Source: an optimization exercise on an open RTL-to-GDS flow (aim: small area). Production flows keep margins and buffers that such runs may drop.
At most, simulation tests tie the RTL to the original design; equivalence was not proved.
For runs 2 to 4, only the layout was checked, not whether the RTL still works.
No driver is modelled on the clock port, so clocking that relies on it looks cheaper here than on a real chip.
Power and IR drop assume default switching activity.

`flow/constraint.sdc`:
```
create_clock -name core_clock -period 7.5 [get_ports {clk}]
set_input_delay 1.5000 -clock core_clock [delete_from_list [all_inputs] [get_ports {clk}]]
set_output_delay 1.5000 -clock core_clock [all_outputs]
set_load 0.01 [all_outputs]
```
`flow/design.v`:
```
module crt(
	input clk,
	input reset,
	input cs,
	input we,
	input [3:0] addr,
	input [15:0] data_in,
	output [15:0] data_out,
	output irq,
	output vs,
	output hs,
	output ven,
	output [2:0] clksel,
	output [31:0] pixaddr
);
reg [15:0] hb, hv, hf, he, vb, vv, vf, ve;
reg [15:0] fl, fh, sl, sh, ic, ir, cr;
reg [15:0] col, row;
reg [31:0] pa;
reg field;
reg irq_r;
wire wr = cs & we;
wire [15:0] d0 = data_in & {16{~reset}};	 
wire [15:0] d1 = data_in | {16{reset}};		 
function [15:0] pick;
	input [15:0] rv;
	begin
		pick = (d1 & rv) | (d0 & ~rv);
	end
endfunction
wire [15:0] wsel;
genvar k;
generate for (k = 0; k < 16; k = k + 1) begin : dec
	assign wsel[k] = reset | (wr & (addr == k));
end endgenerate
always @(posedge clk) begin
	if (wsel[4'h0]) hb <= pick(16'd44);
	if (wsel[4'h1]) hv <= pick(16'd192);
	if (wsel[4'h2]) hf <= pick(16'd2112);
	if (wsel[4'h3]) he <= pick(16'd2199);
	if (wsel[4'h4]) vb <= pick(16'd5);
	if (wsel[4'h5]) vv <= pick(16'd41);
	if (wsel[4'h6]) vf <= pick(16'd581);
	if (wsel[4'h7]) ve <= pick(16'd584);
	if (wsel[4'h8]) fl <= pick(16'h0000);
	if (wsel[4'h9]) fh <= pick(16'h0001);
	if (wsel[4'hA]) sl <= pick(16'h0080);
	if (wsel[4'hB]) sh <= pick(16'h0000);
	if (wsel[4'hC]) ic <= pick(16'd0);
	if (wsel[4'hD]) ir <= pick(16'd0);
	if (wsel[4'hF]) cr <= pick(16'h0002);
end
reg [15:0] rd;
always @(*) begin
	case (addr)
	4'h0: rd = hb;
	4'h1: rd = hv;
	4'h2: rd = hf;
	4'h3: rd = he;
	4'h4: rd = vb;
	4'h5: rd = vv;
	4'h6: rd = vf;
	4'h7: rd = ve;
	4'h8: rd = fl;
	4'h9: rd = fh;
	4'hA: rd = sl;
	4'hB: rd = sh;
	4'hC: rd = ic;
	4'hD: rd = ir;
	4'hE: rd = 16'h0000;
	default: rd = cr;
	endcase
end
assign data_out = rd;
wire interlaced = cr[1];
function lt16;	 
	input [15:0] a, b;
	integer i;
	reg c;
	begin
		c = 1'b0;
		for (i = 0; i < 16; i = i + 1)
			c = (~a[i] & b[i]) | (~a[i] & c) | (b[i] & c);
		lt16 = c;
	end
endfunction
function [1:0] lteq16;
	input [15:0] a, b;
	reg [15:0] l, e;
	integer i, w;
	begin
		l = ~a & b;
		e = ~(a ^ b);
		for (w = 1; w < 16; w = w * 2)
			for (i = 0; i < 16; i = i + 2 * w) begin
				l[i] = l[i + w] | (e[i + w] & l[i]);
				e[i] = e[i + w] & e[i];
			end
		lteq16 = {l[0], e[0]};
	end
endfunction
wire col_lt_hb = lt16(col, hb);
wire col_lt_hv = lt16(col, hv);
wire row_lt_vb = lt16(row, vb);
wire row_lt_vv = lt16(row, vv);
wire col_0 = ~|col;
wire row_0 = ~|row;
wire col_lt_hf, col_hf;
assign {col_lt_hf, col_hf} = lteq16(col, hf);
wire col_he = (col == he);
wire col_he2 = (col == {1'b0, he[15:1]});
wire col_ic = (col == ic);
wire row_lt_vf, row_vf;
assign {row_lt_vf, row_vf} = lteq16(row, vf);
wire row_ve = (row == ve);
wire row_ir = (row == ir);
wire in_hvideo = ~col_lt_hv & col_lt_hf;
wire in_vvideo = ~row_lt_vv & row_lt_vf;
wire in_video = in_hvideo & in_vvideo;
wire in_hend = col_he | (interlaced & row_ve & col_he2);
wire in_vend = row_ve & (interlaced ? col_he2 : col_he);
wire restart = (row_0 & col_0) | (row_vf & col_hf);
wire ld = reset | restart;
wire sf = ld & field;
wire rowinc = in_hend & in_vvideo;
wire [31:0] xa = ld ? {fh, fl} : pa;
wire ysel = ld ? field : rowinc;
wire [31:0] ya = {32{ysel}} & {sh, sl};
wire [31:0] wa = {{16{sf}}, {16{sf}} & he};
wire [15:0] na = {16{sf}} & ~hv;
wire ci = sf | (~ld & ~rowinc & in_video);
wire [31:0] a1 = xa;
wire [31:0] b1 = {ya[31:16], wa[15:0]};
wire [31:0] e1 = {wa[31:16], 16'd0} | {16'd0, na};
wire [31:0] s1 = a1 ^ b1 ^ e1;
wire [32:0] c1 = {(a1 & b1) | (a1 & e1) | (b1 & e1), ci};
wire [31:0] n2 = {16'd0, ya[15:0]};
wire [31:0] s2 = s1 ^ c1[31:0] ^ n2;
wire [32:0] c2 = {(s1 & c1[31:0]) | (s1 & n2) | (c1[31:0] & n2), 1'b0};
function [31:0] bk_add;
	input [31:0] a, b;
	reg [31:0] g, p, G, P;
	reg [31:0] gn, pn;
	integer i, d;
	begin
		g = a & b;
		p = a ^ b;
		G = g;
		P = p;
		for (d = 1; d < 32; d = d * 2)
			for (i = 2 * d - 1; i < 32; i = i + 2 * d) begin
				G[i] = G[i] | (P[i] & G[i - d]);
				P[i] = P[i] & P[i - d];
			end
		for (d = 8; d >= 1; d = d / 2)
			for (i = 3 * d - 1; i < 32; i = i + 2 * d) begin
				G[i] = G[i] | (P[i] & G[i - d]);
				P[i] = P[i] & P[i - d];
			end
		bk_add = p ^ {G[30:0], 1'b0};
	end
endfunction
wire [31:0] pa_next = bk_add(s2, c2[31:0]);
always @(posedge clk) begin
	pa <= pa_next;
	field <= reset ? 1'b0 : in_vend ? (interlaced & ~field) : field;
	row <= (reset | in_vend) ? 16'd0 : row + {15'd0, in_hend};
	col <= (reset | in_hend) ? 16'd0 : col + 16'd1;
	irq_r <= ~reset & ~(wr & (addr == 4'hE)) & (irq_r | (cr[15] & row_ir & col_ic));
end
assign hs = col_lt_hb ^ cr[14];
assign vs = row_lt_vb ^ cr[13];
assign ven = in_video & ~cr[0];
assign clksel = cr[7:5];
assign pixaddr = pa;
assign irq = irq_r;
endmodule
```
`flow/standard.sh`:
```
#!/bin/bash
# synth_recipe.tcl (not shown) runs the flow's synth.tcl, then flattens the netlist and writes it again
# the make line also repeats each setting of config.mk as NAME=value (left out here)
make -C /OpenROAD-flow-scripts/flow DESIGN_CONFIG=/design/flow/config.mk WORK_HOME=/design/flow/orfs CLKGATE_MAP_FILE= SYNTH_SCRIPT=/design/flow/synth_recipe.tcl "${@:-finish}"
```
`flow/config.mk`:
```
export PLATFORM = sky130hd
export DESIGN_NAME = crt
export DESIGN_NICKNAME = crt
export VERILOG_FILES = /design/flow/design.v
export SDC_FILE = /design/flow/constraint.sdc
export NUM_CORES = 4
export LEC_CHECK = 0
export CAP_MARGIN = 20
export CORE_MARGIN = 2
export CORE_UTILIZATION = 70
export SLEW_MARGIN = 20
```
`flow/flow/recover.tcl`:
```
# After clock tree synthesis: downsize cells on paths that have slack to spare
# (keeping a setup margin for routing), then re-legalize the placement.
estimate_parasitics -placement
repair_timing -recover_power 100 -setup_margin 0.2 -verbose
detailed_placement
check_placement -verbose
report_design_area
report_worst_slack
```
`flow/flow/run.sh`:
```
#!/bin/bash
# Standard ORFS layout (the standard.sh, unchanged synthesis) with three changes:
#  - ports are buffered with the smallest buffer (buf_1) instead of the default choice
#  - after clock tree synthesis, cells with spare slack are downsized (recover.tcl)
#  - clock tree built without dummy loads
#  - clock tree buffers and clustering set below
set -euo pipefail
CTS="-sink_clustering_enable -repair_clock_nets -dont_use_dummy_load -sink_clustering_size 20 -sink_clustering_max_diameter 50 -buf_list sky130_fd_sc_hd__clkbuf_8"
W=$(pwd)
bash standard.sh \
  "POST_CTS_TCL=$W/flow/recover.tcl" \
  "BUFFER_PORTS_ARGS=-buffer_cell sky130_fd_sc_hd__buf_1" \
  "CTS_ARGS=$CTS" \
  finish > flow_standard.log 2>&1
```
==> results of run 1 <==
cell usage after synthesis (3+ instances only):
master and count:
o21ai_0 19, a2bb2oi_1 3, nand2b_1 33, nor3_1 23, inv_1 118, a31oi_1 6, a21oi_1 49, or3_1 7
buf_4 3, xor2_1 45, buf_2 3, a21o_1 20, a31o_2 15, clkbuf_1 67, or2_2 10, fa_1 62
o21a_1 4, maj3_2 3, nand3_1 30, o221ai_1 5, a222oi_1 19, a211o_1 3, o21ai_1 4, o22ai_1 7
xnor2_1 80, o22a_1 15, edfxtp_1 240, inv_2 10, nand4_1 44, nand2_1 34, a22oi_1 80, and3_1 19
nor4_1 24, o2111ai_1 7, mux2_2 31, nor2b_1 50, nor2_1 77, ha_1 80, maj3_1 10, dfxtp_1 66
state kept, by name (all words and copies together) (netlist names), 16 cells and up:
name  count
fh       16
he       16
col      16
sl       16
row      16
vb       16
sh       16
cr       16
vf       16
vv       16
hf       16
fl       16
ir       16
ve       16
ic       16
hb       16
pa       32
hv       16
critical path, delay by kind of cell (launching register included):
family	cells	cell delay, ns
DFF	1	0.31
AOI/OAI and AO/OA	11	2.28
buffers and inverters	3	0.59
muxes	1	0.34
xor gates and xnor gates	4	0.62
adders and majority gates	5	1.90
and+or+nand+nor	4	1.20
area by class of cell:
| class | count | area [um2] | area share |
|---|---|---|---|
| Timing Repair Buffer | 105 | 515.5 | 0.02823 |
| Clock buffer | 31 | 426.7 | 0.02337 |
| Tap cell | 324 | 405.4 | 0.02220 |
| Inverter | 129 | 484.2 | 0.02652 |
| Sequential cell | 306 | 8529 | 0.4671 |
| Multi-Input combinational cell | 949 | 7898 | 0.4325 |
worst min-delay path by stage:
stage	from	to	slack [ns]	cells after the start
floorplan	irq_r	irq_r	0.51	2
global placement	irq_r	irq_r	0.48	2
detailed placement	irq_r	irq_r	0.48	2
global route	irq_r	irq_r	0.56	2
finish	irq_r	irq_r	0.50	2
routing by layer:
metal | vias to the layer above | wire [um] | GRT usage
met5 | - | 12 | 0
met4 | 2 | 4221 | 0.2400
met3 | 273 | 6804 | 0.07903
met2 | 1123 | 24080 | 0.6456
met1 | 6162 | 19600 | 0.5836
li1 | 5442 | - | -
power breakdown:
group	internal, W	total [W]	switching [W]
clock network	0.000364	0.000908	0.000544
registers	0.00199	0.00214	0.000149
logic	0.000206	0.000535	0.000329
total	0.00256	0.00358	0.00102
stage by stage:
step | worst slack [ns] | utilization
after floorplan | 0.7669 | -
after global placement | 0.5984 | 0.7339
after detailed placement | 0.4463 | 0.7342
after global routing | 0.07394 | 0.7552
final | 0.2754 | 0.7552
cell usage in the layout, fill, tap and decap left out, types with 46 or more instances in the layout:
| master | n |
|---|---|
| nor2_1 | 69 |
| edfxtp_1 | 240 |
| inv_1 | 118 |
| xnor2_1 | 80 |
| ha_1 | 80 |
| a21oi_1 | 49 |
| fa_1 | 62 |
| buf_1 | 76 |
| nor2b_1 | 46 |
| dfxtp_1 | 65 |
| a22oi_1 | 80 |
cell families after synthesis:
group / after synthesis / share of synthesized area
simple gates: 357 / 0.1113
buf+inv: 204 / 0.04649
compound gates: 280 / 0.1208
xor+xnor: 125 / 0.06397
mux: 31 / 0.02040
fa+ha+maj: 155 / 0.1388
flops: 306 / 0.4983
==> reports/metrics.yaml, run 1 <==
p_total_w: 0.003582
die_area_um2: 25720
initial_core_util: 0.7079
synth_edf_count: 240
synth_cell_type_count: 64
setup_violations: 0
grt_max_degree: 46
slowest_delay_ns: 0.49
die_w_um: 160.4
syn_area_um2: 17120
synth.avg_cell_area_um2: 11.74
wl_per_cell_um: 29.67
crit_top_cell: "a21o_1"
cts.clk_slew.worst_paths_ns: 0.11
drive_gt1_frac: 0.08882
p_leak_nw: 6.807
vias: 13000
grt_overflow: 0
finalInstanceArea_um2: 18260
reg2reg_depth: 28
die_h_um: 160.4
fmax_mhz: 138.4
synth.top_cell.area_share: 0.4211
netlist_instances: 1458
totalWireLength_mm: 54.72
cts_tree: "built"
required_ns: 8.10
maxCapViolCount: 0
area_growth_syn_to_layout_pct: 6.682
r2r-start: "col[0]"
critPathKind: "register to register"
drv_slew: 0
postSynth.asyncResetShare: 0
synth_nets: 1624
setup.worst_path.start: "col[0]"
synthTopCellsByArea: "edfxtp_1 42%, dfxtp_1 7.7%, fa_1 7.3%"
slowest_stage: "fa_1"
dp_hpwl_mm: 39.96
grtUsageTotal: 0.4245
arrival_ns: 7.82
antenna_found_initial: 1
core_area_um2: 24180
synth_top_flop_cell: "edfxtp_1"
nFillCells: 1658
placementRows: 57
setup_tns_ns: 0
place_congestion: 1.012
hold_class: "register to register"
path_max_fanout: 9
worst_hold_slack_ns: 0.4973
nets: 1688
clock_sinks: 306
finClkSkew_ns: 0.09131
end_kind: "register"
dpl_cell_area_um2: 17750
r2r-end: "pa[31]"
status: "timing/DRC/antenna clean"
crit_end: "pa[31]"
dr.pass1.iters: 9
rrSetupSlack_ns: 0.28
worstMarginPinSlew_ns: 1.210
relSlewSlack: 0.1934
fin_crit_sh: 0.9633
yosysSeqAreaShare: 0.4983
cp-start-kind: "register"
pin_count: 79
ys_seq_elements: 306
clock_latency_ns: 0.66
layoutNonFillerInstCount: 1844
place_inst: 1806
ys.warnings.count: 1
hold_viol: 0
synth_area_leader_cell: "edfxtp_1"
grt_pass1_vias: 12690
ir_worst_vdd_mv: 0.2128
num_antenna_cells: 0
layout_min_cycle_time_ns: 7.225
io_buffers: 78
cellPowerDensity_nw_per_um2: 196.2
antenna_left: 0
avgViaCountPerCell: 7.051
drc: 0
grt_first_pass_wirelength_mm: 80.13
rsz0062_at_grt: "no"
drt_iter0_drc: 2129
==> run 2, diff against run 1 <==
--- a/flow/design.v
+++ b/flow/design.v
@@ -129,12 +129,9 @@
 wire [31:0] wa = {{16{sf}}, {16{sf}} & he};
 wire [15:0] na = {16{sf}} & ~hv;
 wire ci = sf | (~ld & ~rowinc & in_video);
-wire [31:0] a1 = xa;
-wire [31:0] b1 = {ya[31:16], wa[15:0]};
-wire [31:0] e1 = {wa[31:16], 16'd0} | {16'd0, na};
-wire [31:0] s1 = a1 ^ b1 ^ e1;
-wire [32:0] c1 = {(a1 & b1) | (a1 & e1) | (b1 & e1), ci};
-wire [31:0] n2 = {16'd0, ya[15:0]};
+wire [31:0] s1 = xa ^ ya ^ wa;
+wire [32:0] c1 = {(xa & ya) | (xa & wa) | (ya & wa), ci};
+wire [31:0] n2 = {16'd0, na};
 wire [31:0] s2 = s1 ^ c1[31:0] ^ n2;
 wire [32:0] c2 = {(s1 & c1[31:0]) | (s1 & n2) | (c1[31:0] & n2), 1'b0};
 function [31:0] bk_add;
@@ -160,7 +157,41 @@
 		bk_add = p ^ {G[30:0], 1'b0};
 	end
 endfunction
-wire [31:0] pa_next = bk_add(s2, c2[31:0]);
+function [31:0] blk_add;
+	input [31:0] a, b;
+	reg [31:0] g, p;
+	reg [7:0] BG, BP, CG, CP;
+	reg c;
+	integer i, j, d;
+	begin
+		g = a & b;
+		p = a ^ b;
+		for (j = 0; j < 8; j = j + 1) begin
+			BG[j] = g[4*j+3] | (p[4*j+3] & (g[4*j+2] | (p[4*j+2] & (g[4*j+1] | (p[4*j+1] & g[4*j])))));
+			BP[j] = &p[4*j+:4];
+		end
+		CG = BG;
+		CP = BP;
+		for (d = 1; d < 8; d = d * 2)
+			for (i = 2 * d - 1; i < 8; i = i + 2 * d) begin
+				CG[i] = CG[i] | (CP[i] & CG[i - d]);
+				CP[i] = CP[i] & CP[i - d];
+			end
+		for (d = 2; d >= 1; d = d / 2)
+			for (i = 3 * d - 1; i < 8; i = i + 2 * d) begin
+				CG[i] = CG[i] | (CP[i] & CG[i - d]);
+				CP[i] = CP[i] & CP[i - d];
+			end
+		for (j = 0; j < 8; j = j + 1) begin
+			c = (j == 0) ? 1'b0 : CG[j - 1];
+			for (i = 0; i < 4; i = i + 1) begin
+				blk_add[4*j+i] = p[4*j+i] ^ c;
+				c = g[4*j+i] | (p[4*j+i] & c);
+			end
+		end
+	end
+endfunction
+wire [31:0] pa_next = blk_add(s2, c2[31:0]);
 always @(posedge clk) begin
 	pa <= pa_next;
 	field <= reset ? 1'b0 : in_vend ? (interlaced & ~field) : field;
==> flow/flow/run.sh (replaced) <==
#!/bin/bash
# Standard ORFS layout (the standard.sh, unchanged synthesis) with three changes:
#  - ports are buffered with the smallest buffer (buf_1) instead of the default choice
#  - clock tree built without dummy loads
#  - clock tree buffers and clustering set below
set -euo pipefail
CTS="-sink_clustering_enable -repair_clock_nets -dont_use_dummy_load -sink_clustering_size 20 -sink_clustering_max_diameter 50 -buf_list sky130_fd_sc_hd__clkbuf_8"
bash standard.sh \
  "BUFFER_PORTS_ARGS=-buffer_cell sky130_fd_sc_hd__buf_1" \
  "CTS_ARGS=$CTS" \
  finish > flow_standard.log 2>&1
--- a/flow/config.mk
+++ b/flow/config.mk
@@ -7,5 +7,5 @@
 export LEC_CHECK = 0
 export CAP_MARGIN = 20
 export CORE_MARGIN = 2
-export CORE_UTILIZATION = 70
+export CORE_UTILIZATION = 50
 export SLEW_MARGIN = 20
removed: flow/flow/recover.tcl
==> run 2 against run 1 <==
Largest cell class unchanged. Final area increased by 7.9%. Worst hold slack got worse by 0.0028 ns. Non-clock buffer count increased by 149. Largest power group unchanged. Core utilization is 17 points lower. Routed wire length is 9.7% higher. Via count hardly changed. Clock skew is 0.0061 ns lower. Critical path depth up 3. First-iteration DRC count fell by 25%.
==> reports/metrics.yaml, run 2 <==
status: "timing/DRC/antenna clean"
relSlewSlack: 0.2288  # +0.03544
cts_tree: "built"
postSynth.asyncResetShare: 0  # unchanged
grt_first_pass_wirelength_mm: 86.74  # +8.2%
clock_latency_ns: 0.63  # -0.03 ns
final_common_cell: "edfxtp_1"
layout_min_cycle_time_ns: 7.280  # +0.05554 ns
path_max_fanout: 3  # -6
r2r-start: "vf[2]"
rrSetupSlack_ns: 0.22  # -0.06 ns
synth.top_cell.area_share: 0.4254  # +0.004323
finalInstanceArea_um2: 19710  # +7.9%
pre_cts_slack_ns: -0.4729  # -0.9192 ns
hold_class: "register to register"
core_area_um2: 33450  # +38%
io_buffers: 78  # unchanged
drive_gt1_frac: 0.1990  # +0.1102
root_buffer: "clkbuf_8"
critPathBufInv: 3  # unchanged
drt_iter0_drc: 1596  # -25%
drc: 0  # unchanged
slowest_delay_ns: 0.49  # about the same
netlist_instances: 1429  # -2.0%
synth_area_leader_cell: "edfxtp_1"
worst_slack_ns: 0.2199  # -0.05554 ns
cp-start-kind: "register"
largest_reg_flops: 32  # unchanged
worst_hold_path.num_cells: 2  # unchanged
maxCapViolCount: 0  # unchanged
synth_top_flop_cell: "edfxtp_1"
p_total_w: 0.003801  # +6.1%
synth_nets: 1599  # -1.5%
critPathKind: "register to register"
yosysSeqAreaShare: 0.5034  # +0.005115
clock_sinks: 306  # unchanged
cts_max_path_buffers: 3
dr.pass1.iters: 6  # -3
worst_hold_slack_ns: 0.4945  # -0.002782 ns
cts.clk_slew.worst_paths_ns: 0.07  # -0.04 ns
setup.worst_path.start: "vf[2]"
num_antenna_cells: 0  # unchanged
setup_tns_ns: 0  # unchanged
fin_crit_sh: 0.9707  # +0.007405
grt_pass1_vias: 13170  # +3.8%
cellPowerDensity_nw_per_um2: 192.9  # -1.7%
grt_max_degree: 46  # unchanged
setup_violations: 0  # unchanged
hold_viol: 0  # unchanged
initial_core_util: 0.5065  # -0.2014
vias: 13000  # -0.0077%
die_w_um: 188.1  # +17%
grt_overflow: 0  # unchanged
hold_path.startpoint: "irq_r"
dp_hpwl_mm: 45.68  # +14%
h-tree-depth: 2
syn_area_um2: 16940  # -1.0%
ir_worst_vdd_mv: 0.1367  # -36%
dpl_cell_area_um2: 18850  # +6.2%
ys.warnings.count: 1  # unchanged
required_ns: 8.02  # -0.08 ns
slowest_stage: "fa_1"
most-common-layout-cells: "240 x edfxtp_1, 170 x buf_4, 117 x inv_1"
nFillCells: 2851  # +72%
antenna_found_initial: 0  # -1
place_congestion: 0.9800  # -3.2%
hold_buffers: 0
antenna_left: 0  # unchanged
multi_input_area_um2: 7935  # +0.48%
cts-buffers-inserted: 41
area_growth_syn_to_layout_pct: 16.34
synth.most_common_cell: "edfxtp_1"
synth.avg_cell_area_um2: 11.86  # +0.99%
finClkSkew_ns: 0.08523  # -0.006079 ns
ys_top_cells_by_count: "240 x edfxtp_1, 119 x inv_1, 84 x a22oi_1"
avgViaCountPerCell: 6.188  # -12%
arrival_ns: 7.80  # -0.02 ns
pin_count: 79  # unchanged
wl_per_cell_um: 28.57  # -3.7%
synth_cell_type_count: 63  # -1.6%
largest_register: "pa"
crit_family: "adder cells"
crit_top_cell: "fa_2"
end_kind: "register"
reg2reg_depth: 31  # +11%
placementRows: 67  # +18%
grtUsageTotal: 0.3419  # -0.08260
ys_seq_elements: 306  # unchanged
hold_end: "irq_r"
synthTopCellsByArea: "edfxtp_1 43%, fa_1 8.2%, dfxtp_1 7.8%"
p_leak_nw: 7.539  # +11%
synth_edf_count: 240  # unchanged
fmax_mhz: 137.4  # -0.76%
nets: 1825  # +8.1%
die_h_um: 188.1  # +17%
worstMarginPinSlew_ns: 1.154  # -0.05553 ns
r2r-end: "pa[31]"
drv_slew: 0  # unchanged
die_area_um2: 35370  # +38%
totalWireLength_mm: 60.02  # +9.7%
ff_latch_area_um2: 8538  # +0.10%
-- run 2: cell types whose count changed in the layout (fill, tap and decap cells not counted), moves of 14 or more --
| cell | previous run | this run |
|---|---|---|
| a31o_1 | 14 | 0 |
| a31o_2 | 1 | 16 |
| and2_1 | 0 | 18 |
| buf_4 | 18 | 170 |
| nand2_1 | 34 | 61 |
| nor2b_1 | 46 | 17 |
-- run 2: where the power goes --
part,internal (W),switching (W),leakage [nW]
registers,0.00199,0.000144,2.88
clock network,0.000484,0.000603,0.295
logic,0.000235,0.000344,4.37
total,0.00271,0.00109,7.54
-- run 2: per-layer routing --
| metal | vias to the layer above | track usage | part of all wire |
|---|---|---|---|
| met5 | - | 0 | 0 |
| met4 | 0 | 0.1590 | 0.054 |
| met2 | 767 | 0.5447 | 0.46 |
| li1 | 5646 | - | - |
| met3 | 167 | 0.05577 | 0.084 |
| met1 | 6421 | 0.4601 | 0.40 |
-- run 2: kinds of logic after synthesis --
kind of cell             after synthesis  share of synthesized area
AO/OA/AOI/OAI                        263                     0.1144
XOR/XNOR                             120                    0.06204
adder cells (fa/ha/maj)              160                     0.1468
buffers and inverters                196                    0.04579
flip-flops                           306                     0.5034
multiplexers                          31                    0.01964
AND/OR/NAND/NOR                      353                     0.1079
-- run 2: worst register-to-register path, delay by kind of cell (launching register included) --
kind	cells	cell delay [ns]
AO/OA/AOI/OAI	10	2.14
XOR/XNOR	4	0.56
adder cells (fa/ha/maj)	9	2.93
buffers and inverters	3	0.33
flip-flops	1	0.44
AND/OR/NAND/NOR	5	0.79
-- run 2: cell type report --
type | count | share of cell area
Timing Repair Buffer | 254 | 0.08329
Multi-Input combinational cell | 927 | 0.4026
Inverter | 125 | 0.02381
Sequential cell | 306 | 0.4332
Clock buffer | 41 | 0.02863
Tap cell | 448 | 0.02844
-- run 2: worst max path at each step --
stage / endpoint / slack [ns] / depth (start not counted)
floorplan: pa[31] / 0.04 / 29
global placement: pa[31] / -0.33 / 33
detailed placement: pa[31] / -0.47 / 29
CTS: pa[31] / 0.03 / 36
global route: pa[31] / -0.03 / 33
finish: pa[31] / 0.22 / 31
-- run 2: stage by stage --
stage | utilization | instances
2_1_floorplan | - | 1429
3_3_place_gp | 0.5632 | 2051
3_5_place_dp | 0.5635 | 2051
4_1_cts | 0.5825 | 2094
5_1_grt | 0.5892 | 2101
6_report | 0.5892 | 2101
-- run 2: what timing repair did --
action,in CTS,in global routing
gates resized for setup,14,36
setup endpoints to repair,8,6
hold endpoints to repair,0,0
setup buffers,2,6
pin swaps,3,21
==> run 3, diff against run 2 <==
--- a/flow/config.mk
+++ b/flow/config.mk
@@ -7,5 +7,5 @@
 export LEC_CHECK = 0
 export CAP_MARGIN = 20
 export CORE_MARGIN = 2
-export CORE_UTILIZATION = 50
+export CORE_UTILIZATION = 60
 export SLEW_MARGIN = 20
==> run 3 against run 2 <==
Core utilization rose by 10 points. Synthesized cell count unchanged. Register-to-register slack improved by 0.11 ns. Maximum frequency grew 1.5%. Clock skew fell by 0.026 ns. Critical path depth rose by 2. Global-route usage rose by 5.3 points. Still clean on timing, DRC and antenna. Clock power fell by 5%. Final area fell by 2.7%.
==> reports/metrics.yaml, run 3 <==
p_int_w: 0.002673  # -1.3%
synth.top_cell.area_share: 0.4254  # unchanged
status: "timing/DRC/antenna clean"
core_area_um2: 27780  # -17%
grtUsageTotal: 0.3945  # +0.05258
antenna_left: 0  # unchanged
die_area_um2: 29600  # -16%
cp-start-kind: "register"
drive_gt1_frac: 0.1680  # -0.03102
largest_reg_flops: 32  # unchanged
grt_first_pass_wirelength_mm: 82.50  # -4.9%
finish.utilization: 0.6902  # +0.1010
p_leak_nw: 7.298  # -3.2%
hold_class: "register to register"
io_buffers: 78  # unchanged
die_h_um: 172.0  # -8.5%
layoutNonFillerInstCount: 1986  # -5.5%
dr.pass1.iters: 9  # +3
required_ns: 7.93  # -0.09 ns
hold_viol: 0  # unchanged
worst_hold_path.num_cells: 2  # unchanged
placementRows: 61  # -9.0%
finClkSkew_ns: 0.05882  # -0.02641 ns
most-common-layout-cells: "240 x edfxtp_1, 129 x buf_4, 118 x inv_1"
slowest_delay_ns: 0.45  # -0.04 ns
syn_area_um2: 16940  # unchanged
critPathKind: "register to register"
synth_top_flop_cell: "edfxtp_1"
cellPowerDensity_nw_per_um2: 194.8  # +0.99%
drc: 0  # unchanged
grt_use_met2: 0.6066  # +0.06189
cts_max_path_buffers: 3  # unchanged
largest_register: "pa"
layout_min_cycle_time_ns: 7.173  # -0.1070 ns
vias: 12890  # -0.88%
antenna_found_initial: 0  # unchanged
cts-buffers-inserted: 39  # -4.9%
nFillCells: 2098  # -26%
root_buffer: "clkbuf_8"
ys_seq_elements: 306  # unchanged
yosysSeqAreaShare: 0.5034  # unchanged
drt_iter0_drc: 2046  # +28%
clock_latency_ns: 0.57  # -0.06 ns
grt_busiest_layer: "met2"
dp_hpwl_mm: 43.18  # -5.5%
postSynth.asyncResetShare: 0  # unchanged
pwr-share-comb: 0.150  # -0.002
area_growth_syn_to_layout_pct: 13.19
setup_violations: 0  # unchanged
dpl_cell_area_um2: 18480  # -1.9%
final_common_cell: "edfxtp_1"
place_congestion: 0.9533  # -2.7%
avgViaCountPerCell: 6.489  # +4.9%
synth_nets: 1599  # unchanged
use_met3: 0.07485  # +0.01907
wl_per_cell_um: 28.77  # +0.69%
ys.warnings.count: 1  # unchanged
drv_slew: 0  # unchanged
synth.most_common_cell: "edfxtp_1"
cts_tree: "built"
cts.clk_slew.worst_paths_ns: 0.08  # about the same
fin_crit_sh: 0.9564  # -0.01427
synth_area_leader_cell: "edfxtp_1"
hold_buffers: 0  # unchanged
grt_use_met1: 0.5290  # +0.06889
ys_top_cells_by_count: "240 x edfxtp_1, 119 x inv_1, 84 x a22oi_1"
clock_sinks: 306  # unchanged
nets: 1779  # -2.5%
initial_core_util: 0.6098  # +0.1033
maxCapViolCount: 0  # unchanged
h-tree-depth: 2  # unchanged
path_max_fanout: 4  # +1
arrival_ns: 7.60  # -0.20 ns
ir_worst_vdd_mv: 0.1687  # +23%
slowest_stage: "fa_1"
seqPwrFrac: 0.571  # +0.009
grt_pass1_vias: 12770  # -3.1%
totalWireLength_mm: 57.13  # -4.8%
setup_tns_ns: 0  # unchanged
pin_count: 79  # unchanged
grt_overflow: 0  # unchanged
worstMarginPinSlew_ns: 1.180  # +0.02560 ns
synth.avg_cell_area_um2: 11.86  # unchanged
p_sw_w: 0.001062  # -2.7%
synth_cell_type_count: 63  # unchanged
reg2reg_depth: 33  # +6.5%
synthTopCellsByArea: "edfxtp_1 43%, fa_1 8.2%, dfxtp_1 7.8%"
place_inst: 1944  # -5.2%
synth_edf_count: 240  # unchanged
finalInstanceArea_um2: 19180  # -2.7%
fmax_mhz: 139.4  # +1.5%
crit_top_cell: "a21o_1"
p_clk_frac: 0.279  # -0.007
die_w_um: 172.0  # -8.5%
worst_hold_slack_ns: 0.5020  # +0.007466 ns
relSlewSlack: 0.2125  # -0.01633
grt_max_degree: 46  # unchanged
end_kind: "register"
sw_frac_of_total: 0.2844  # -0.002951
netlist_instances: 1429  # unchanged
## run 3: cell counts after synthesis
Identical to the previous run, type by type.
## run 3: final timing paths
path,startpoint,slack [ns],end
setup reg to reg,vf[8],0.33,pa[31]
hold / removal,irq_r,0.50,irq_r
hold reg to reg,irq_r,0.50,irq_r
setup / recovery,vf[8],0.33,pa[31]
## run 3: logic make-up after synthesis
logic type,share of synthesized area
multiplexers,0.01964
AO/OA/AOI/OAI,0.1144
AND/OR/NAND/NOR,0.1079
flip-flops,0.5034
XOR/XNOR,0.06204
adder cells (fa/ha/maj),0.1468
buffers and inverters,0.04579
## run 3: cell type report
cell class / count / area (um2) / area share
inverters: 125 / 469.2 / 0.02447
multi-input cells: 927 / 7863 / 0.4100
clock buffers: 39 / 536.8 / 0.02799
well taps: 378 / 473.0 / 0.02466
diodes: 1 / 2.502 / 0.0001305
flip-flops and latches: 306 / 8532 / 0.4449
repair buffers: 210 / 1300 / 0.06779
## run 3: routing by layer
metal,part of all wire,vias up
li1,-,5558
met1,0.38,6229
met2,0.45,876
met3,0.11,224
met4,0.072,0
met5,0,-
## run 3: repair_timing
action                                  CTS  global route
buffers inserted                          0             2
gates cloned                              0             0
endpoints found under the setup margin    1             5
resized for setup                         7            27
pin swaps                                 1            16
## run 3: critical path, delay by kind of cell, from the launching register on
family	cells	cell delay, ns
flops	1	0.44
compound gates	15	2.66
buf+inv	1	0.18
xor+xnor	4	0.55
fa+ha+maj	9	2.42
simple gates	4	0.79
## run 3: stage by stage
stage	setup slack [ns]	power [W]
final	0.3269	0.003735
after global routing	-0.02431	0.003854
after CTS	0.03845	0.003720
after detailed placement	-0.3924	0.002699
after global placement	-0.1887	0.002688
after floorplan	0.03928	0.002420
## run 3: power by group through the flow
stage | Combinational [W] | Clock [W] | Sequential [W]
2_1_floorplan | 0.000319 | 0 | 0.00210
3_3_place_gp | 0.000526 | 0 | 0.00216
3_5_place_dp | 0.000537 | 0 | 0.00216
4_1_cts | 0.000543 | 0.00105 | 0.00213
5_1_grt | 0.000607 | 0.00111 | 0.00214
6_report | 0.000561 | 0.00104 | 0.00213
==> run 4, diff against run 3 <==
--- a/flow/design.v
+++ b/flow/design.v
@@ -84,34 +84,19 @@
 		lt16 = c;
 	end
 endfunction
-function [1:0] lteq16;
-	input [15:0] a, b;
-	reg [15:0] l, e;
-	integer i, w;
-	begin
-		l = ~a & b;
-		e = ~(a ^ b);
-		for (w = 1; w < 16; w = w * 2)
-			for (i = 0; i < 16; i = i + 2 * w) begin
-				l[i] = l[i + w] | (e[i + w] & l[i]);
-				e[i] = e[i + w] & e[i];
-			end
-		lteq16 = {l[0], e[0]};
-	end
-endfunction
 wire col_lt_hb = lt16(col, hb);
 wire col_lt_hv = lt16(col, hv);
+wire col_lt_hf = lt16(col, hf);
 wire row_lt_vb = lt16(row, vb);
 wire row_lt_vv = lt16(row, vv);
+wire row_lt_vf = lt16(row, vf);
 wire col_0 = ~|col;
 wire row_0 = ~|row;
-wire col_lt_hf, col_hf;
-assign {col_lt_hf, col_hf} = lteq16(col, hf);
+wire col_hf = (col == hf);
 wire col_he = (col == he);
 wire col_he2 = (col == {1'b0, he[15:1]});
 wire col_ic = (col == ic);
-wire row_lt_vf, row_vf;
-assign {row_lt_vf, row_vf} = lteq16(row, vf);
+wire row_vf = (row == vf);
 wire row_ve = (row == ve);
 wire row_ir = (row == ir);
 wire in_hvideo = ~col_lt_hv & col_lt_hf;
==> flow/config.mk (replaced) <==
export PLATFORM = sky130hd
export DESIGN_NAME = crt
export DESIGN_NICKNAME = crt
export VERILOG_FILES = /design/flow/design.v
export SDC_FILE = /design/flow/constraint.sdc
export NUM_CORES = 4
export LEC_CHECK = 0
export CAP_MARGIN = 5
export CORE_MARGIN = 2
export CORE_UTILIZATION = 55
export SLEW_MARGIN = 5
==> run 4 against run 3 <==
Still clean on timing, DRC and antenna. Sequential share of layout area is essentially flat. Synthesized cell count grew 3.1%. Routed wire length grew 3.7%. Register-to-register slack lost 0.18 ns. Sequential power is essentially flat. Worst hold slack gained 0.048 ns. Largest cell class unchanged.
==> reports/metrics.yaml, run 4 <==
status: "timing/DRC/antenna clean"
antenna_left: 0  # unchanged
p_leak_nw: 7.276  # -0.31%
p_sw_w: 0.001064  # +0.16%
drt_iter0_drc: 1883  # -8.0%
synth_top_flop_cell: "edfxtp_1"
dr.max_layer_used: "met4"
ys_seq_elements: 306  # unchanged
wl_met2_mm: 26.83  # +5.5%
avgViaCountPerCell: 6.506  # +0.27%
synth_edf_count: 240  # unchanged
cp-start-kind: "register"
grt_overflow: 0  # unchanged
grtUsageTotal: 0.3644  # -0.03009
hold_class: "register to register"
dr.pass1.iters: 8  # -1
syn_area_um2: 17230  # +1.7%
most-common-layout-cells: "240 x edfxtp_1, 143 x inv_1, 102 x buf_4"
relSlewSlack: 0.1352  # -0.07726
synth.avg_cell_area_um2: 11.69  # -1.4%
synth_cell_type_count: 67  # +6.3%
worst_hold_slack_ns: 0.5502  # +0.04827 ns
pwr-share-comb: 0.143  # -0.007
hold_viol: 0  # unchanged
critPathKind: "register to register"
wl_per_cell_um: 29.40  # +2.2%
fmax_mhz: 136.1  # -2.4%
drive_gt1_frac: 0.1434  # -0.02463
die_h_um: 181.0  # +5.2%
cts_max_path_buffers: 3  # unchanged
place_congestion: 0.9715  # +1.9%
root_buffer: "clkbuf_8"
totalWireLength_mm: 59.22  # +3.7%
cts.clk_slew.worst_paths_ns: 0.09  # about the same
slowest_stage: "fa_1"
area_growth_syn_to_layout_pct: 11.23
vias: 13100  # +1.7%
p_clk_frac: 0.281  # +0.002
wl_met1_mm: 23.63  # +9.8%
finClkSkew_ns: 0.05471  # -0.004103 ns
cts_tree: "built"
postSynth.asyncResetShare: 0  # unchanged
ir_worst_vdd_mv: 0.1521  # -9.8%
drv_slew: 0  # unchanged
p_total_w: 0.003700  # -0.93%
synth.top_cell.area_share: 0.4182  # -0.007227
die_area_um2: 32770  # +11%
arrival_ns: 7.86  # +0.26 ns
ys_top_cells_by_count: "240 x edfxtp_1, 144 x inv_1, 82 x a22oi_1"
cellPowerDensity_nw_per_um2: 193.0  # -0.90%
nFillCells: 2548  # +21%
p_int_w: 0.002636  # -1.4%
fin_crit_sh: 0.9798  # +0.02336
h-tree-depth: 2  # unchanged
placementRows: 64  # +4.9%
seqPwrFrac: 0.576  # +0.005
antenna_found_initial: 0  # unchanged
largest_reg_flops: 32  # unchanged
synth_nets: 1644  # +2.8%
grt_first_pass_wirelength_mm: 86.57  # +4.9%
sw_frac_of_total: 0.2875  # +0.003134
grt_pass1_vias: 12980  # +1.6%
synth_area_leader_cell: "edfxtp_1"
setup_violations: 0  # unchanged
initial_core_util: 0.5605  # -0.04933
clock_latency_ns: 0.57  # about the same
path_max_fanout: 3  # -1
ys.warnings.count: 1  # unchanged
nets: 1790  # +0.62%
yosysSeqAreaShare: 0.4948  # -0.008552
drc: 0  # unchanged
io_buffers: 78  # unchanged
grt_max_degree: 46  # unchanged
largest_register: "pa"
core_area_um2: 30750  # +11%
synthTopCellsByArea: "edfxtp_1 42%, fa_1 8.0%, dfxtp_1 7.7%"
met3_length_mm: 5.942  # -2.2%
num_antenna_cells: 0  # -1
synth.most_common_cell: "edfxtp_1"
final_common_cell: "edfxtp_1"
rsz0062_at_grt: "yes"
cts-buffers-inserted: 38  # -2.6%
dp_hpwl_mm: 44.99  # +4.2%
crit_top_cell: "fa_2"
layout_min_cycle_time_ns: 7.348  # +0.1752 ns
clock_sinks: 306  # unchanged
netlist_instances: 1474  # +3.1%
pin_count: 79  # unchanged
die_w_um: 181.0  # +5.2%
maxCapViolCount: 0  # unchanged
slowest_delay_ns: 0.51  # +0.06 ns
required_ns: 8.01  # +0.08 ns
end_kind: "register"
worstMarginPinSlew_ns: 1.296  # +0.1163 ns
[run 4: changes by cell type after synthesis, moves of 7 or more]
cell and change:
a21o_1 -13, and2_1 -13, inv_1 +25, maj3_2 +13, mux2_2 -15, mux2i_1 +15, nand2b_1 +12, nand3_1 +7
nor2_1 -8
[run 4: power by group through the flow]
| stage | sequential (W) | clock, W | combinational [W] |
|---|---|---|---|
| CTS | 0.00213 | 0.00105 | 0.000519 |
| global route | 0.00214 | 0.00112 | 0.000573 |
| global placement | 0.00216 | 0 | 0.000506 |
| detailed placement | 0.00216 | 0 | 0.000511 |
| finish | 0.00213 | 0.00104 | 0.000528 |
| floorplan | 0.00210 | 0 | 0.000313 |
[run 4: repair_timing]
action,4_1_cts,5_1_grt
hold buffers,0,0
resized for setup,3,8
pin swaps,3,6
buffers inserted,3,2
endpoints found under the setup margin,1,11
[run 4: path summary, 6_finish.rpt]
kind	start	to	slack [ns]	cells after the start
worst min-delay path	irq_r	irq_r	0.55	2
worst min register to register	irq_r	irq_r	0.55	2
worst max-delay path	vv[10]	pa[31]	0.15	33
worst max register to register	vv[10]	pa[31]	0.15	33
[run 4: layout make-up]
cell class              count  area (um2)  share of cell area
clock buffers              38       523.0             0.02728
multi-input cells         939        7954              0.4149
well taps                 396       495.5             0.02585
flip-flops and latches    306        8528              0.4449
inverters                 153       578.1             0.03015
repair buffers            182        1091             0.05692
[run 4: logic make-up (layout without fill, tap and decap cells)]
group / after synthesis / count (layout) / synth area share
AO/OA/AOI/OAI: 263 / 263 / 0.1139
XOR/XNOR: 120 / 120 / 0.06098
adder cells (fa/ha/maj): 168 / 168 / 0.1499
buffers and inverters: 229 / 373 / 0.05452
flip-flops: 306 / 306 / 0.4948
multiplexers: 31 / 31 / 0.01822
AND/OR/NAND/NOR: 357 / 357 / 0.1076
[run 4: through the flow]
stage               TNS [ns]    util  instance area [um2]  setup WS [ns]  cells
floorplan                  0       -                17310        0.01853   1474
global placement    -0.07446  0.6034                18550       -0.07446   1971
detailed placement   -0.2053  0.6034                18550        -0.2053   1971
CTS                        0  0.6216                19110        0.02247   2012
global route          -1.269  0.6234                19170        -0.3649   2014
finish                     0  0.6234                19170         0.1517   2014
[run 4: critical path: cells and delay by family (launching register included)]
family,cells,cell delay [ns]
AOI/OAI and AO/OA,13,2.49
xor gates and xnor gates,4,0.54
adders and majority gates,10,3.13
buffers and inverters,4,0.47
DFF,1,0.40
and+or+nand+nor,2,0.24
[run 4: routing by layer]
layer / vias up / global-route usage
met2: 861 / 0.5700
met5: - / 0
li1: 5619 / -
met3: 156 / 0.06511
met1: 6468 / 0.5072
met4: 0 / 0.1480

port drivers added, routing unchanged:
No port has a modelled driver above. Below, the same layouts with a new extraction and two added sets of constraints. Step 1 (the two cells are an assumption about what drives the block):
set clk [get_ports {clk}]
set_driving_cell -lib_cell sky130_fd_sc_hd__clkbuf_16 $clk
set_driving_cell -lib_cell sky130_fd_sc_hd__buf_2 [delete_from_list [all_inputs] $clk]
Step 2, shift: input delay + t, output delay - t, t = (earliest + latest rising clock arrival at the registers) / 2. This alone moves slack from input paths to output paths. a / b / c = no drivers / after step 1 / after step 2; a / b = the first two.
run	t, ns	slack for setup (ns)	worst setup path at the end	latest minus earliest clock arrival (ns)	worst slew at a driven data input, ns
run 1	0.667	0.275 / 0.275 / 0.275	register to register	0.093 / 0.093	0.04
run 2	0.639	0.220 / 0.220 / -0.154	input to register	0.085 / 0.085	0.04
run 3	0.587	0.327 / 0.327 / -0.041	input to register	0.064 / 0.064	0.05
run 4	0.597	0.152 / 0.152 / 0.006	input to register	0.054 / 0.055	0.06
With both steps, setup timing fails in run 2 and run 3, where it was met with ideal ports. For run 2, which loses most, drivers alone change the setup slack by 0.000 ns; drivers and shift together by -0.374 ns.
